This is an optimization exercise on Yosys and OpenROAD, whose aim is small area, not a production implementation. Where RTL was checked, it was by simulation tests only, not by an equivalence proof against the original. Power is estimated from default activity; no workload was simulated.

==> module jpc_regfile, before the edit <==
module jpc_regfile (
    input  wire                          clk,
    input  wire                          rst,
    input  wire                          r1_idx_op_I,
    input  wire [4:0]                    r1_idx_I,
    input  wire                          r1_idx_valid_I,
    output wire                          r1_idx_ready_O,
    input  wire                          r1_rdata_ready_I,
    output wire [32-1:0] r1_rdata_O,
    output wire                          r1_rdata_valid_O,
    output wire                          r1_wdata_ready_O,
    input  wire [32-1:0] r1_wdata_I,
    input  wire                          r1_wdata_valid_I
);
    localparam W = 32;
    reg rdy, pr, pw, rv;
    wire acc     = rdy & r1_idx_valid_I;
    wire rd_fire = ((acc & ~r1_idx_op_I) | pr) & r1_rdata_ready_I;
    wire wr_fire = ((acc &  r1_idx_op_I) | pw) & r1_wdata_valid_I;
    always @(posedge clk or posedge rst) begin
        if (rst) begin
            rdy <= 1'b1;
            pr  <= 1'b0;
            pw  <= 1'b0;
            rv  <= 1'b0;
        end else begin
            rdy <= (rdy & ~r1_idx_valid_I) | (~rdy & ~pr & ~pw);
            pr  <= ((acc & ~r1_idx_op_I) | pr) & ~r1_rdata_ready_I;
            pw  <= ((acc &  r1_idx_op_I) | pw) & ~r1_wdata_valid_I;
            rv  <= rd_fire;
        end
    end
    assign r1_idx_ready_O   = rdy;
    assign r1_rdata_valid_O = rv;
    assign r1_wdata_ready_O = 1'b1;
    reg [4:0] tc;        
    always @(posedge clk or posedge rst) begin
        if (rst)               tc <= 5'd0;
        else if (tc == 5'd30)  tc <= 5'd0;
        else                   tc <= tc + 5'd1;
    end
    wire [5:0] psum  = r1_idx_I + tc;
    wire [5:0] psum1 = r1_idx_I + tc + 6'd1;
    wire [4:0] pos_next = psum1[5] ? psum1[4:0] : psum[4:0];
    wire       wr_reg  = wr_fire & (r1_idx_I != 5'd0);   
    wire       ins_now = wr_reg & ~pos_next[0];      
    reg        ins_pend;                            
    reg  [3:0] ins_k;                               
    reg  [W-1:0] wbuf;
    always @(posedge clk or posedge rst) begin
        if (rst) ins_pend <= 1'b0;
        else     ins_pend <= wr_reg & pos_next[0];
    end
    always @(posedge clk) begin
        ins_k <= pos_next[4:1] + 4'd1;
        wbuf  <= r1_wdata_I;
    end
    wire         wpol  = ins_pend ? ins_k[0] : pos_next[1];
    wire [W-1:0] wdata = ins_pend ? wbuf : r1_wdata_I;
    wire [W-1:0] col   = ~(wdata ^ {W{wpol}});
    reg  [W-1:0] ring [0:30];
    wire [15:0]  ld;
    wire [15:0]  keep;
    genvar p;
    generate
        for (p = 0; p < 31; p = p + 1) begin : g_pos
            if (p % 2 == 1) begin : g_copy
                always @(posedge clk)
                    ring[p] <= ring[p-1];
            end else begin : g_load
                assign ld[p/2]   = (ins_now  & (pos_next[4:1] == p/2)) |
                                   (ins_pend & (ins_k == p/2));
                assign keep[p/2] = ~ld[p/2];
                wire [W-1:0] nxt;
                jpc_regfile_ldrow #(.W(W)) u_ld (
                    .q(ring[(p + 30) % 31]), .ld(ld[p/2]), .keep(keep[p/2]),
                    .col(col), .d(nxt));
                always @(posedge clk)
                    ring[p] <= nxt;
            end
        end
    endgenerate
    reg  [31:1] valid;
    genvar i;
    generate
        for (i = 1; i < 32; i = i + 1) begin : g_valid
            always @(posedge clk or posedge rst) begin
                if (rst)                              valid[i] <= 1'b0;
                else if (wr_fire && r1_idx_I == i)    valid[i] <= 1'b1;
            end
        end
    endgenerate
    reg  [4:0]  rpos;      
    reg         rvalid;    
    always @(posedge clk) begin
        rpos   <= pos_next;
        rvalid <= (r1_idx_I != 5'd0) & valid[r1_idx_I];
    end
    wire [30:0] sel;
    wire [W-1:0] rsel;
    generate
        for (p = 0; p < 31; p = p + 1) begin : g_sel
            assign sel[p] = rvalid & (rpos == p);
        end
        for (i = 0; i < W; i = i + 1) begin : g_rbit
            wire [30:0] col_bits;
            for (p = 0; p < 31; p = p + 1) begin : g_r
                assign col_bits[p] = ring[p][i];
            end
            jpc_regfile_rdbit u_rd (.d(col_bits), .sel(sel), .q(rsel[i]));
        end
    endgenerate
    assign r1_rdata_O = rsel ^ {W{rvalid & rpos[1]}};
endmodule
==> flow/config.mk <==
export PLATFORM = sky130hd
export DESIGN_NAME = jpc_regfile
export DESIGN_NICKNAME = jpc_regfile
export VERILOG_FILES = /design/flow/design.v
export SDC_FILE = /design/flow/constraint.sdc
export NUM_CORES = 4
export LEC_CHECK = 0
export CAP_MARGIN = 20
export CORE_MARGIN = 2
export CORE_UTILIZATION = 60
export SLEW_MARGIN = 20
export SYNTH_HIERARCHICAL = 1
export SYNTH_MINIMUM_KEEP_SIZE = 0
==> flow/constraint.sdc <==
create_clock -name core_clock -period 5.0 [get_ports {clk}]
set_input_delay 1.0000 -clock core_clock [delete_from_list [all_inputs] [get_ports {clk}]]
set_output_delay 1.0000 -clock core_clock [all_outputs]
set_load 0.01 [all_outputs]
standard.sh (not shown) runs the stock make flow with config.mk's settings and CLKGATE_MAP_FILE= SYNTH_SCRIPT=/design/flow/synth_recipe.tcl, a recipe that flattens the netlist after the stock synthesis.
==> flow/flow/run.sh <==
#!/bin/bash
# Layout: the standard ORFS flow (standard.sh, unchanged synthesis), with a
# clock tree built without dummy loads from one buffer type, and the smallest
# buffer on every port. Full tool output goes to standard.log here; ORFS's own
# per-step logs stay under orfs/logs/.
set -euo pipefail
CTS="-sink_clustering_enable -repair_clock_nets -dont_use_dummy_load -buf_list sky130_fd_sc_hd__clkbuf_8 -sink_clustering_size 18 -sink_clustering_max_diameter 60"
bash standard.sh "CTS_ARGS=$CTS" "BUFFER_PORTS_ARGS=-buffer_cell sky130_fd_sc_hd__buf_1" finish > standard.log 2>&1
Then changed:
--- a/flow/design.v
+++ b/flow/design.v
@@ -43,20 +43,36 @@
     wire [5:0] psum1 = r1_idx_I + tc + 6'd1;
     wire [4:0] pos_next = psum1[5] ? psum1[4:0] : psum[4:0];
-    wire       wr_reg  = wr_fire & (r1_idx_I != 5'd0);   
-    wire       ins_now = wr_reg & ~pos_next[0];      
-    reg        ins_pend;                            
-    reg  [3:0] ins_k;                               
-    reg  [W-1:0] wbuf;
+    wire       wr_reg = wr_fire & (r1_idx_I != 5'd0);   
+    wire [4:0] pos1 = (pos_next == 5'd30) ? 5'd0 : pos_next + 5'd1;
+    reg        ins1;       
+    reg        ins2a;      
+    reg        ins2;       
+    reg  [3:0] ins_k;      
+    reg        ins_pol;    
     always @(posedge clk or posedge rst) begin
-        if (rst) ins_pend <= 1'b0;
-        else     ins_pend <= wr_reg & pos_next[0];
+        if (rst) begin
+            ins1  <= 1'b0;
+            ins2a <= 1'b0;
+            ins2  <= 1'b0;
+        end else begin
+            ins1  <= wr_reg & ~pos1[0];
+            ins2a <= wr_reg &  pos1[0];
+            ins2  <= ins2a;
+        end
     end
     always @(posedge clk) begin
-        ins_k <= pos_next[4:1] + 4'd1;
-        wbuf  <= r1_wdata_I;
+        if (wr_reg) begin
+            ins_k   <= pos1[0] ? pos1[4:1] + 4'd1 : pos1[4:1];
+            ins_pol <= ~pos1[1];    
+        end
     end
-    wire         wpol  = ins_pend ? ins_k[0] : pos_next[1];
-    wire [W-1:0] wdata = ins_pend ? wbuf : r1_wdata_I;
-    wire [W-1:0] col   = ~(wdata ^ {W{wpol}});
+    wire         done = ~rdy & ~pr & ~pw;
+    reg  [W-1:0] wbuf;
+    wire [W-1:0] wbuf_nxt;
+    jpc_regfile_ldrow #(.W(W)) u_wbuf (
+        .q(wbuf), .ld(~done), .keep(done), .col(~r1_wdata_I), .d(wbuf_nxt));
+    always @(posedge clk) wbuf <= wbuf_nxt;
+    wire         wany = ins1 | ins2;
+    wire [W-1:0] col  = wbuf ^ {W{ins_pol}};
     reg  [W-1:0] ring [0:30];
     wire [15:0]  ld;
@@ -69,6 +85,5 @@
                     ring[p] <= ring[p-1];
             end else begin : g_load
-                assign ld[p/2]   = (ins_now  & (pos_next[4:1] == p/2)) |
-                                   (ins_pend & (ins_k == p/2));
+                assign ld[p/2]   = wany & (ins_k == p/2);
                 assign keep[p/2] = ~ld[p/2];
                 wire [W-1:0] nxt;
Result: The new run completed with no timing, DRC or antenna violations. Hold slack is better by 0.011 ns. Utilization went down by 0.49 points. Routed wire length went up by about 3.7%. Clock-buffer cell count does not change. Via count went down by 1.9%. Die area went down by 1.6%. Sequential share of layout area went up by 2.1 points. Synthesized cell count went down by 3.1%. Fmax went up by about 3.6%. Clock power went up by about 1%. Register-to-register slack is worse by 0.10 ns. Cell area went down by about 3%. Clock skew went down by 0.022 ns.
For the first run of this note, only the layout was checked, not whether the RTL still works.


Setup of exp/ember:
The RTL this note starts from:
==> flow/design.v <==
module jpc_regfile (
    input  wire                          clk,
    input  wire                          rst,
    input  wire                          r1_idx_op_I,
    input  wire [4:0]                    r1_idx_I,
    input  wire                          r1_idx_valid_I,
    output wire                          r1_idx_ready_O,
    input  wire                          r1_rdata_ready_I,
    output wire [32-1:0] r1_rdata_O,
    output wire                          r1_rdata_valid_O,
    output wire                          r1_wdata_ready_O,
    input  wire [32-1:0] r1_wdata_I,
    input  wire                          r1_wdata_valid_I
);
    localparam W = 32;
    reg rdy, pr, pw, rv;
    wire acc     = rdy & r1_idx_valid_I;
    wire rd_fire = ((acc & ~r1_idx_op_I) | pr) & r1_rdata_ready_I;
    wire wr_fire = ((acc &  r1_idx_op_I) | pw) & r1_wdata_valid_I;
    always @(posedge clk or posedge rst) begin
        if (rst) begin
            rdy <= 1'b1;
            pr  <= 1'b0;
            pw  <= 1'b0;
            rv  <= 1'b0;
        end else begin
            rdy <= (rdy & ~r1_idx_valid_I) | (~rdy & ~pr & ~pw);
            pr  <= ((acc & ~r1_idx_op_I) | pr) & ~r1_rdata_ready_I;
            pw  <= ((acc &  r1_idx_op_I) | pw) & ~r1_wdata_valid_I;
            rv  <= rd_fire;
        end
    end
    assign r1_idx_ready_O   = rdy;
    assign r1_rdata_valid_O = rv;
    assign r1_wdata_ready_O = 1'b1;
    reg [4:0] tc;        
    always @(posedge clk or posedge rst) begin
        if (rst)               tc <= 5'd0;
        else if (tc == 5'd30)  tc <= 5'd0;
        else                   tc <= tc + 5'd1;
    end
    function [4:0] mod31;
        input [4:0] a;
        input [4:0] b;
        reg   [5:0] s;
        begin
            s = a + b;
            if (s >= 6'd62)      mod31 = s - 6'd62;
            else if (s >= 6'd31) mod31 = s - 6'd31;
            else                 mod31 = s[4:0];
        end
    endfunction
    wire [4:0] pos_now  = mod31(r1_idx_I, tc);          
    wire [4:0] pos_next = mod31(r1_idx_I, tc + 5'd1);   
    wire       wr_reg  = wr_fire & (r1_idx_I != 5'd0);   
    wire       ins_now = wr_reg & ~pos_next[0];      
    reg        ins_pend;                            
    reg  [3:0] ins_k;                               
    reg  [W-1:0] wbuf;
    always @(posedge clk or posedge rst) begin
        if (rst) ins_pend <= 1'b0;
        else     ins_pend <= wr_reg & pos_next[0];
    end
    always @(posedge clk) begin
        ins_k <= pos_next[4:1] + 4'd1;
        wbuf  <= r1_wdata_I;
    end
    wire [3:0] wk   = ins_pend ? ins_k : pos_next[4:1];
    wire       wany = ins_now | ins_pend;
    wire [W-1:0] wdata = ins_pend ? wbuf : r1_wdata_I;
    wire [W-1:0] col = ~(wdata ^ {W{wk[0]}});
    reg  [W-1:0] ring [0:30];
    wire [15:0]  ld;
    wire [15:0]  keep;
    genvar p;
    generate
        for (p = 0; p < 31; p = p + 1) begin : g_pos
            if (p % 2 == 1) begin : g_copy
                always @(posedge clk)
                    ring[p] <= ring[p-1];
            end else begin : g_load
                assign ld[p/2]   = wany & (wk == p/2);
                assign keep[p/2] = ~ld[p/2];
                wire [W-1:0] nxt;
                jpc_regfile_ldrow #(.W(W)) u_ld (
                    .q(ring[(p + 30) % 31]), .ld(ld[p/2]), .keep(keep[p/2]),
                    .col(col), .d(nxt));
                always @(posedge clk)
                    ring[p] <= nxt;
            end
        end
    endgenerate
    reg  [31:1] valid;
    genvar i;
    generate
        for (i = 1; i < 32; i = i + 1) begin : g_valid
            always @(posedge clk or posedge rst) begin
                if (rst)                              valid[i] <= 1'b0;
                else if (wr_fire && r1_idx_I == i)    valid[i] <= 1'b1;
            end
        end
    endgenerate
    wire        rvalid = (r1_idx_I != 5'd0) & valid[r1_idx_I];
    wire [30:0] sel;
    wire [W-1:0] rsel;
    generate
        for (p = 0; p < 31; p = p + 1) begin : g_sel
            assign sel[p] = rvalid & (pos_now == p);
        end
        for (i = 0; i < W; i = i + 1) begin : g_rbit
            wire [30:0] col_bits;
            for (p = 0; p < 31; p = p + 1) begin : g_r
                assign col_bits[p] = ring[p][i];
            end
            jpc_regfile_rdbit u_rd (.d(col_bits), .sel(sel), .q(rsel[i]));
        end
    endgenerate
    reg [W-1:0] rdata_q;
    always @(posedge clk) rdata_q <= rsel ^ {W{rvalid & pos_now[1]}};
    assign r1_rdata_O = rdata_q;
endmodule
module jpc_regfile_ldrow #(parameter W = 32) (
    input  wire [W-1:0] q,
    input  wire         ld,
    input  wire         keep,
    input  wire [W-1:0] col,
    output wire [W-1:0] d
);
    assign d = ~((q | {W{ld}}) & (col | {W{keep}}));
endmodule
module jpc_regfile_rdbit (
    input  wire [30:0] d,
    input  wire [30:0] sel,
    output wire        q
);
    wire [10:0] t;
    genvar g;
    generate
        for (g = 0; g < 10; g = g + 1) begin : g_grp
            jpc_regfile_aoi3 u_aoi (
                .d(d[3*g+2:3*g]), .s(sel[3*g+2:3*g]), .y(t[g]));
        end
    endgenerate
    assign t[10] = ~(d[30] & sel[30]);
    assign q = ~(&t);
endmodule
module jpc_regfile_aoi3 (
    input  wire [2:0] d,
    input  wire [2:0] s,
    output wire       y
);
    assign y = ~|(d & s);
endmodule
clock: 5.0 ns
lec_check: 0
cap_margin: 20
core_margin: 2
core_utilization: 60
slew_margin: 20
synth_hierarchical: 1
synth_minimum_keep_size: 0
==> flow/flow/run.sh <==
#!/bin/bash
# Layout: the standard ORFS flow (standard.sh, unchanged synthesis), with a
# clock tree built without dummy loads from one buffer type, and the smallest
# buffer on every port. Full tool output goes to standard.log here; ORFS's own
# per-step logs stay under orfs/logs/.
set -euo pipefail
CTS="-sink_clustering_enable -repair_clock_nets -dont_use_dummy_load -buf_list sky130_fd_sc_hd__clkbuf_8 -sink_clustering_size 16 -sink_clustering_max_diameter 45"
bash standard.sh "CTS_ARGS=$CTS" "BUFFER_PORTS_ARGS=-buffer_cell sky130_fd_sc_hd__buf_1" finish > standard.log 2>&1
Per the final summary, exp/ember finished and its layout is clean on timing, DRC and antenna.
Here is what was changed in the inputs of exp/garnet compared with exp/ember.
diff --git a/flow/design.v b/flow/design.v
--- a/flow/design.v
+++ b/flow/design.v
@@ -50,7 +50,6 @@
             else                 mod31 = s[4:0];
         end
     endfunction
-    wire [4:0] pos_now  = mod31(r1_idx_I, tc);          
     wire [4:0] pos_next = mod31(r1_idx_I, tc + 5'd1);   
     wire       wr_reg  = wr_fire & (r1_idx_I != 5'd0);   
     wire       ins_now = wr_reg & ~pos_next[0];      
@@ -100,12 +99,17 @@
             end
         end
     endgenerate
-    wire        rvalid = (r1_idx_I != 5'd0) & valid[r1_idx_I];
+    reg  [4:0]  rpos;      
+    reg         rvalid;    
+    always @(posedge clk) begin
+        rpos   <= pos_next;
+        rvalid <= (r1_idx_I != 5'd0) & valid[r1_idx_I];
+    end
     wire [30:0] sel;
     wire [W-1:0] rsel;
     generate
         for (p = 0; p < 31; p = p + 1) begin : g_sel
-            assign sel[p] = rvalid & (pos_now == p);
+            assign sel[p] = rvalid & (rpos == p);
         end
         for (i = 0; i < W; i = i + 1) begin : g_rbit
             wire [30:0] col_bits;
@@ -115,9 +119,7 @@
             jpc_regfile_rdbit u_rd (.d(col_bits), .sel(sel), .q(rsel[i]));
         end
     endgenerate
-    reg [W-1:0] rdata_q;
-    always @(posedge clk) rdata_q <= rsel ^ {W{rvalid & pos_now[1]}};
-    assign r1_rdata_O = rdata_q;
+    assign r1_rdata_O = rsel ^ {W{rvalid & rpos[1]}};
 endmodule
 module jpc_regfile_ldrow #(parameter W = 32) (
     input  wire [W-1:0] q,
[summary]
| total area of multi-input combinational cells | higher: exp/ember |. Per the comparison of exp/garnet with exp/ember, fraction of the cycle the final worst path needs picked up an extra 4.2 points, worst setup timing slack at the placement stage picked up an extra 0.29 ns. Core utilization in exp/garnet is 3.0 points lower than in exp/ember. exp/garnet: worst path setup slack after routing is 0.21 ns lower than what exp/ember reported.
No functional check of the RTL was part of any run of this note.

==> what the ideal ports hide <==
In the flow no input, the clock included, has a driving cell. The finished layouts below were timed again as built, in two steps.
Step 1 (the two cells are an assumption about what drives the block):
set clk [get_ports {clk}]
set_driving_cell -lib_cell sky130_fd_sc_hd__clkbuf_16 $clk
set_driving_cell -lib_cell sky130_fd_sc_hd__buf_2 [delete_from_list [all_inputs] $clk]
Step 2 also shifts input and output timing later by t, the mid clock arrival at the registers, as if the neighbouring blocks saw the same clock.
Slacks: no drivers / after step 1 / after step 2; pairs: no drivers / after step 1.
run | t (ns) | setup slack, ns | worst register clock-pin slew, ns
the first run of note 1 | 0.727 | 0.099 / 0.038 / 0.255 | 0.11 / 0.11
the second run of note 1 | 0.746 | 0.267 / 0.205 / 0.172 | 0.11 / 0.11
exp/ember | 0.760 | 0.472 / 0.481 / -0.252 | 0.10 / 0.10
exp/garnet | 0.740 | 0.261 / 0.203 / 0.028 | 0.10 / 0.10
Met with ideal ports but missed after step 2: setup timing in exp/ember. The setup slack of exp/ember, which loses most, moves by +0.009 ns with the drivers and by -0.724 ns with both steps.
